This design comes from an exercise in tuning for a short achievable clock period and few clock cycles on the open sky130 flow, not from production work. Function was checked by simulation only, so behaviour that the tests miss may differ from the original. No activity file was given, so power comes from the tool's default toggle rates.

==> flow/design.v <==
module mips_pipeline (
  input         clk,
  input         reset,
  output [31:0] imem_addr,
  input  [31:0] imem_data,
  output [31:0] dmem_addr,
  output [31:0] dmem_wdata,
  output        dmem_we,
  input  [31:0] dmem_rdata
);
reg  [29:0] pc;                        
reg         v_d;
reg  [31:0] ins_d;
reg         pred_d;
reg  [29:0] alt_d;
reg         beq_e, pred_e;
reg         rw_e, ld_e, sw_e;
reg  [4:0]  dst_e;
reg  [29:0] alt_e;
reg  [31:0] rsv_e, rtv_e, imm_e;
reg         alusrc_e, sub_e, and_e, or_e, ar_e, slt_e;
reg         fam_e, faw_e, fbm_e, fbw_e;
reg         rw_m, ld_m, sw_m;
reg  [4:0]  dst_m;
reg  [31:0] alu_m, sd_m;
reg         rw_w;
reg  [4:0]  dst_w;
reg  [31:0] wbd;
reg  [31:0] rf [1:31];
assign imem_addr = {pc, 2'b00};
wire [29:0] pc_inc = pc + 30'd1;
wire [5:0]  f_op   = imem_data[31:26];
wire        f_j    = (f_op == 6'h02);
wire        f_beq  = (f_op == 6'h04);
wire        f_pred = f_j | (f_beq & (imem_data[15] | (imem_data[25:21] == imem_data[20:16])));
wire [29:0] f_brt  = pc_inc + {{14{imem_data[15]}}, imem_data[15:0]};
wire [29:0] f_tgt  = f_j ? {pc_inc[29:26], imem_data[25:0]} : f_brt;
wire [29:0] f_npc  = f_pred ? f_tgt : pc_inc;
wire [5:0] op    = ins_d[31:26];
wire [4:0] rs    = ins_d[25:21];
wire [4:0] rt    = ins_d[20:16];
wire [4:0] rd    = ins_d[15:11];
wire [5:0] funct = ins_d[5:0];
wire [31:0] simm = {{16{ins_d[15]}}, ins_d[15:0]};
wire is_r    = (op == 6'h00);
wire is_addi = (op == 6'h08);
wire is_lw   = (op == 6'h23);
wire is_sw   = (op == 6'h2b);
wire is_beq  = (op == 6'h04);
wire use_rs = is_r | is_addi | is_lw | is_sw | is_beq;
wire use_rt = is_r | is_sw | is_beq;
wire [4:0] dst_d = is_r ? rd : rt;
wire rw_d = (is_r | is_addi | is_lw) && (dst_d != 5'd0);
wire stall = v_d && ld_e &&
             ((use_rs && rs == dst_e) || (use_rt && rt == dst_e));
wire [31:0] wb_rs = (rw_w && dst_w == rs) ? wbd : rf[rs];
wire [31:0] wb_rt = (rw_w && dst_w == rt) ? wbd : rf[rt];
wire [31:0] rsv_d = (rs == 5'd0) ? 32'd0 : wb_rs;
wire [31:0] rtv_d = (rt == 5'd0) ? 32'd0 : wb_rt;
wire [31:0] a  = fam_e ? alu_m : faw_e ? wbd : rsv_e;
wire [31:0] bf = fbm_e ? alu_m : fbw_e ? wbd : rtv_e;
wire [31:0] b  = alusrc_e ? imm_e : bf;
wire [31:0] bx = b ^ {32{sub_e}};
wire [32:0] sum = {1'b0, a} + {1'b0, bx} + {32'd0, sub_e};
wire [31:0] res = ({32{and_e}} & (a & b)) |
                  ({32{or_e}}  & (a | b)) |
                  ({32{ar_e}}  & sum[31:0]) |
                  {31'd0, slt_e & ~sum[32]};
wire eq = (a == bf);
wire ex_redirect = beq_e & (eq != pred_e);
wire id_go       = v_d & ~stall & ~ex_redirect;
always @(posedge clk) begin
  if (reset)            pc <= 30'd0;
  else if (ex_redirect) pc <= alt_e;
  else if (!stall)      pc <= f_npc;
  if (reset || ex_redirect) v_d <= 1'b0;
  else if (!stall)          v_d <= 1'b1;
  if (!stall) begin
    ins_d  <= imem_data;
    pred_d <= f_pred;
    alt_d  <= f_pred ? pc_inc : f_brt;
  end
  if (reset || !id_go) begin
    beq_e <= 1'b0; rw_e <= 1'b0; ld_e <= 1'b0; sw_e <= 1'b0;
  end else begin
    beq_e <= is_beq;
    rw_e  <= rw_d;
    ld_e  <= is_lw & rw_d;
    sw_e  <= is_sw;
  end
  pred_e   <= pred_d;
  dst_e    <= dst_d;
  alt_e    <= alt_d;
  rsv_e    <= rsv_d;
  rtv_e    <= rtv_d;
  imm_e    <= simm;
  alusrc_e <= ~is_r;
  sub_e    <= is_r & (funct == 6'h22 || funct == 6'h2a);
  and_e    <= is_r & (funct == 6'h24);
  or_e     <= is_r & (funct == 6'h25);
  ar_e     <= ~is_r | (funct == 6'h20) | (funct == 6'h22);
  slt_e    <= is_r & (funct == 6'h2a);
  fam_e    <= rw_e && dst_e == rs;
  faw_e    <= rw_m && dst_m == rs;
  fbm_e    <= rw_e && dst_e == rt;
  fbw_e    <= rw_m && dst_m == rt;
  if (reset) begin
    rw_m <= 1'b0; ld_m <= 1'b0; sw_m <= 1'b0;
  end else begin
    rw_m <= rw_e; ld_m <= ld_e; sw_m <= sw_e;
  end
  dst_m <= dst_e;
  alu_m <= res;
  sd_m  <= bf;
  if (reset) rw_w <= 1'b0;
  else       rw_w <= rw_m;
  dst_w <= dst_m;
  wbd   <= ld_m ? dmem_rdata : alu_m;
  if (rw_w) rf[dst_w] <= wbd;
end
assign dmem_addr  = alu_m;
assign dmem_wdata = sd_m;
assign dmem_we    = sw_m;
endmodule
==> flow/run.sh <==
#!/bin/bash
# synth_recipe.tcl (not shown) runs the flow's synth.tcl, then flattens the netlist and writes it again
# the make line also repeats each setting of config.mk as NAME=value (left out here)
make -C /OpenROAD-flow-scripts/flow DESIGN_CONFIG=/design/flow/config.mk WORK_HOME=/design/flow/orfs CLKGATE_MAP_FILE= SYNTH_SCRIPT=/design/flow/synth_recipe.tcl finish
==> flow/config.mk <==
export PLATFORM = sky130hd
export DESIGN_NAME = mips_pipeline
export DESIGN_NICKNAME = mips_pipeline
export VERILOG_FILES = /design/flow/design.v
export SDC_FILE = /design/flow/constraint.sdc
export NUM_CORES = 4
export LEC_CHECK = 0
export ABC_CLOCK_PERIOD_IN_PS = 2500
export CAP_MARGIN = 20
export CORE_MARGIN = 2
export CORE_UTILIZATION = 55
export SETUP_SLACK_MARGIN = 5.0
export SLEW_MARGIN = 20
==> flow/constraint.sdc <==
create_clock -name core_clock -period 8.0 [get_ports {clk}]
set_input_delay 1.6000 -clock core_clock [delete_from_list [all_inputs] [get_ports {clk}]]
set_output_delay 1.6000 -clock core_clock [all_outputs]
set_load 0.01 [all_outputs]
==> run_results.csv <==
group,metric,value,unit
critical_path,crit_start,"pc[2]",
placement,portBuffers,160,
synthesis,ys.warnings.count,1,
die,die_h,344,um
die,start_util,55.5,%
timing,setup_viol,0,
drt,drc_errors,0,
critical_path,reg2reg_slack,4.18,ns
die,core_area,115000,um2
synthesis,synth_fa_ha_area_share,1.40,%
synthesis,yosys.area_share.simple,5.02,%
global_route,antenna_found_initial,4,
clock_network,cts_tree,"built",
final_layout,syn2layout_area_growth,23.1,%
synthesis,synthXorXnorAreaFrac,2.37,%
synthesis,synth_top_family_by_area,"multiplexers",
power_and_ir_drop,power_frac_clock,35.4,%
die,die_x,344,um
drt,viasPerCell,6.97,
drt,ant_nets,0,
critical_path,rr_worst_depth,17,
die,die_area,118000,um2
synthesis,synth_cell_type_count,82,
placement,pre_cts_ws,2.79,ns
synthesis,synth-edff-count,1055,
critical_path,cp.arrival,4.31,ns
power_and_ir_drop,switchingPower,4.91,mW
synthesis,synth-seq-area-share,58.4,%
critical_path,r2r-start,"pc[2]",
die,io_pins,163,
drt,vias,43166,
power_and_ir_drop,power_density,228,nW/um2
power_and_ir_drop,power_frac_comb,14.9,%
status,status,"finished clean",
critical_path,end_kind,"flip-flop",
power_and_ir_drop,cellLeakagePower,27.0,nW
global_route,gr-usage-all-layers,36.2,%
clock_network,clockBufferDepth,3,
synthesis,syn_avg_cell_area,15.3,um2
timing,fin_crit,3.82,ns
timing,final_max_slew_viol_count,0,
clock_network,path_clk_slew,0.06,ns
clock_network,root_buffer,"clkbuf_16",
critical_path,required,8.48,ns
die,rows,124,
synthesis,synth_flop_cell,"edfxtp_1",
flow_run,maxCapViolations,0,
timing,fin_crit_sh,47.8,%
drt,dr.pass1.iters,6,
placement,place_area,67300,um2
clock_network,cts.sinks,1326,
synthesis,async_flop_share,0,%
global_route,grt_pass1_wl,304,mm
synthesis,netlist_instances,4139,
power_and_ir_drop,ir_worst_vdd,0.243,mV
final_layout,num-nets-final,4708,
timing,hold_violations,0,
global_route,grt_pass1_vias,43723,
placement,globalplace.congestion,0.879,
global_route,grt_max_degree,115,
final_layout,postLayoutCoreUtil,68.3,%
synthesis,synth_area,63500,um2
critical_path,crit_end,"alt_d[29]",
drt,first_iter_violations,5292,
global_route,overflow,0,
power_and_ir_drop,seq_power_share,49.7,%
worst_hold_path,hold_path.class,"flip-flop to flip-flop",
clock_network,worstSkewPairLatency,0.77,ns
critical_path,start_kind,"flip-flop",
final_layout,drive_gt1_share,38.6,%
timing,slew_headroom,34.9,%
placement,place_hpwl,119,mm
timing,rsz0062_at_grt,"true",
critical_path,rr_endpoint,"alt_d[29]",
timing,fin_setup_tns,0,ns
clock_network,h-tree-depth,4,
timing,fin_ws,4.18,ns
drt,wire_per_inst,34.7,um
clock_network,cts_hold_buf,0,
timing,max_freq,0.262,GHz
clock_network,numCtsBuffers,139,
power_and_ir_drop,switching_share,27.5,%
synthesis,synthMuxAreaShare,23.6,%
power_and_ir_drop,p_total,17.9,mW
synthesis,ys_seq_elements,1326,
final_layout,fin_area,78200,um2
timing,skew,0.0214,ns
drt,wl,215,mm
timing,tightestPinTransition,0.977,ns
power_and_ir_drop,p_int,12.9,mW
critical_path,path_max_fanout,4,
critical_path,critPathKind,"flip-flop to flip-flop",
synthesis,synth_compound_area_share,6.85,%
-- worst max-delay path: stages (launching register included) --
cell,delay [ns]
dfxtp_4,0.35
and4_4,0.24
nand4_1,0.11
buf_6,0.16
nor4_4,0.33
nand3_2,0.14
xnor2_2,0.16
buf_6,0.13
ha_4,0.23
a211oi_4,0.26
nor2_4,0.08
nor4_4,0.16
o41a_1,0.22
a21oi_2,0.09
o21a_1,0.26
or3_4,0.40
a31oi_4,0.15
a41oi_1,0.05
-- stage by stage --
stage	cells	hold slack, ns
6_report	6196	0.333
4_1_cts	6106	0.330
3_5_place_dp	5607	0.328
2_1_floorplan	4140	0.323
3_3_place_gp	5607	0.325
5_1_grt	6195	0.341
-- layer usage --
metal	GRT usage, %	wire length (um)
met1	47.5	77900
met2	57.9	103000
met3	6.57	20700
met4	19.6	13500
met5	0	20
-- cells in the mapped netlist, drive strengths merged (6+ instances only) --
cell	count	area (um2)
nand3b	9	67.6
nand3	47	235
clkbuf	201	754
and3	20	125
a21oi	245	1230
o2111ai	6	52.6
o311ai	6	52.6
nor2	257	965
dfxtp	271	5430
o31ai	7	52.6
and4	11	96.3
nor2b	31	194
nor3	57	290
inv	64	240
o21a	13	97.6
nand4	19	119
mux4	514	11600
a31oi	14	87.6
o211ai	26	195
nand2b	14	87.6
a211oi	48	360
nand2	160	601
or2	9	56.3
and2	6	37.5
mux2	100	1140
a22oi	10	75.1
o221ai	25	219
mux2i	225	2290
xnor2	85	744
edfxtp	1055	31700
buf	92	469
o21ai	159	796
nor4	19	134
o21bai	7	52.6
a21o	27	203
a221oi	36	315
xor2	87	762
ha	68	851
or3	8	50.1
a221o	14	140
-- kinds of logic (layout without fill, tap and decap cells) --
| family | Yosys count | count (layout) |
|---|---|---|
| other | 1 | 3 |
| multiplexers | 839 | 842 |
| adder cells (fa/ha/maj) | 70 | 70 |
| AO/OA/AOI/OAI | 690 | 690 |
| buffers and inverters | 359 | 895 |
| flip-flops | 1326 | 1326 |
| XOR/XNOR | 172 | 172 |
| AND/OR/NAND/NOR | 682 | 686 |
-- how the worst min path moves through the flow --
stage	startpoint	to	cells past startpoint
2_1_floorplan	alt_d[0]	alt_e[0]	0
3_3_place_gp	alt_d[28]	alt_e[28]	0
3_5_place_dp	pred_d	pred_e	0
4_1_cts	ins_d[7]	imm_e[7]	0
5_1_grt	ins_d[7]	imm_e[7]	0
6_report	ins_d[7]	imm_e[7]	0
-- state kept, by name (all words and copies together) (netlist names), 5 cells and up --
name	cells
alt_d	30
alt_e	30
alu_m	32
dst_e	5
dst_m	5
dst_w	5
imm_e	16
ins_d	32
pc	30
rf	992
rsv_e	32
rtv_e	32
sd_m	32
wbd	32
-- placed cells by master (no fill, tap or decap), drive strengths merged, types with 159 or more instances in the layout --
cell / n
dfxtp: 271
a21oi: 245
o21ai: 159
mux2i: 225
edfxtp: 1055
mux4: 514
clkbuf: 182
nand2: 160
buf: 447
nor2: 260
-- area by class of cell --
cell class                 instances  area (um2)
tap                             1512        1890
timing repair buffer             576        6110
multi-input combinational       2462       28100
fill                            7661       36300
sequential                      1326       37400
antenna                            1        2.50
clock inverter                    74         632
clock buffer                     178        3760
inverter                          66         270
timing repair inverter             1        16.3
-- repair_timing --
item,CTS,global route
gates resized for setup,944,154
buffers inserted,221,84
pin swaps,150,127
endpoints found under the setup margin,337,320
cloned,26,5
-- power by group through the flow --
stage | Combinational (mW) | Sequential (mW) | Clock [mW]
4_1_cts | 2.52 | 8.85 | 6.36
6_report | 2.66 | 8.88 | 6.32
3_3_place_gp | 2.01 | 9.00 | 0
2_1_floorplan | 1.12 | 8.81 | 0
3_5_place_dp | 2.03 | 9.05 | 0
5_1_grt | 2.78 | 8.91 | 6.63
Testbench counts, summed over its fixed seeds: cycles 19,751.

[re-timing with driven ports]
How much do the figures lean on ideal ports? The routed layout below was timed once more, with nothing changed but the port constraints.
Step 1 (the two cells are an assumption about what drives the block):
set clk [get_ports {clk}]
set_driving_cell -lib_cell sky130_fd_sc_hd__clkbuf_16 $clk
set_driving_cell -lib_cell sky130_fd_sc_hd__buf_2 [delete_from_list [all_inputs] $clk]
Step 2 adds t to the input delays and takes it off the output delays; t is the mean of the earliest and latest rising clock arrival at the registers after step 1. Input paths then give back, and output paths get back, about the clock's delay inside the block.
Slacks: ideal ports / drivers / drivers and shift; pairs: ideal ports / drivers.
shift t [ns]: 0.839
setup slack, ns: 4.179 / 4.179 / 3.406
worst slew at a driven data input, ns: 0.05
After both steps this run still meets setup and hold. For this run, drivers alone change the setup slack by 0.000 ns; drivers and shift together by -0.773 ns.
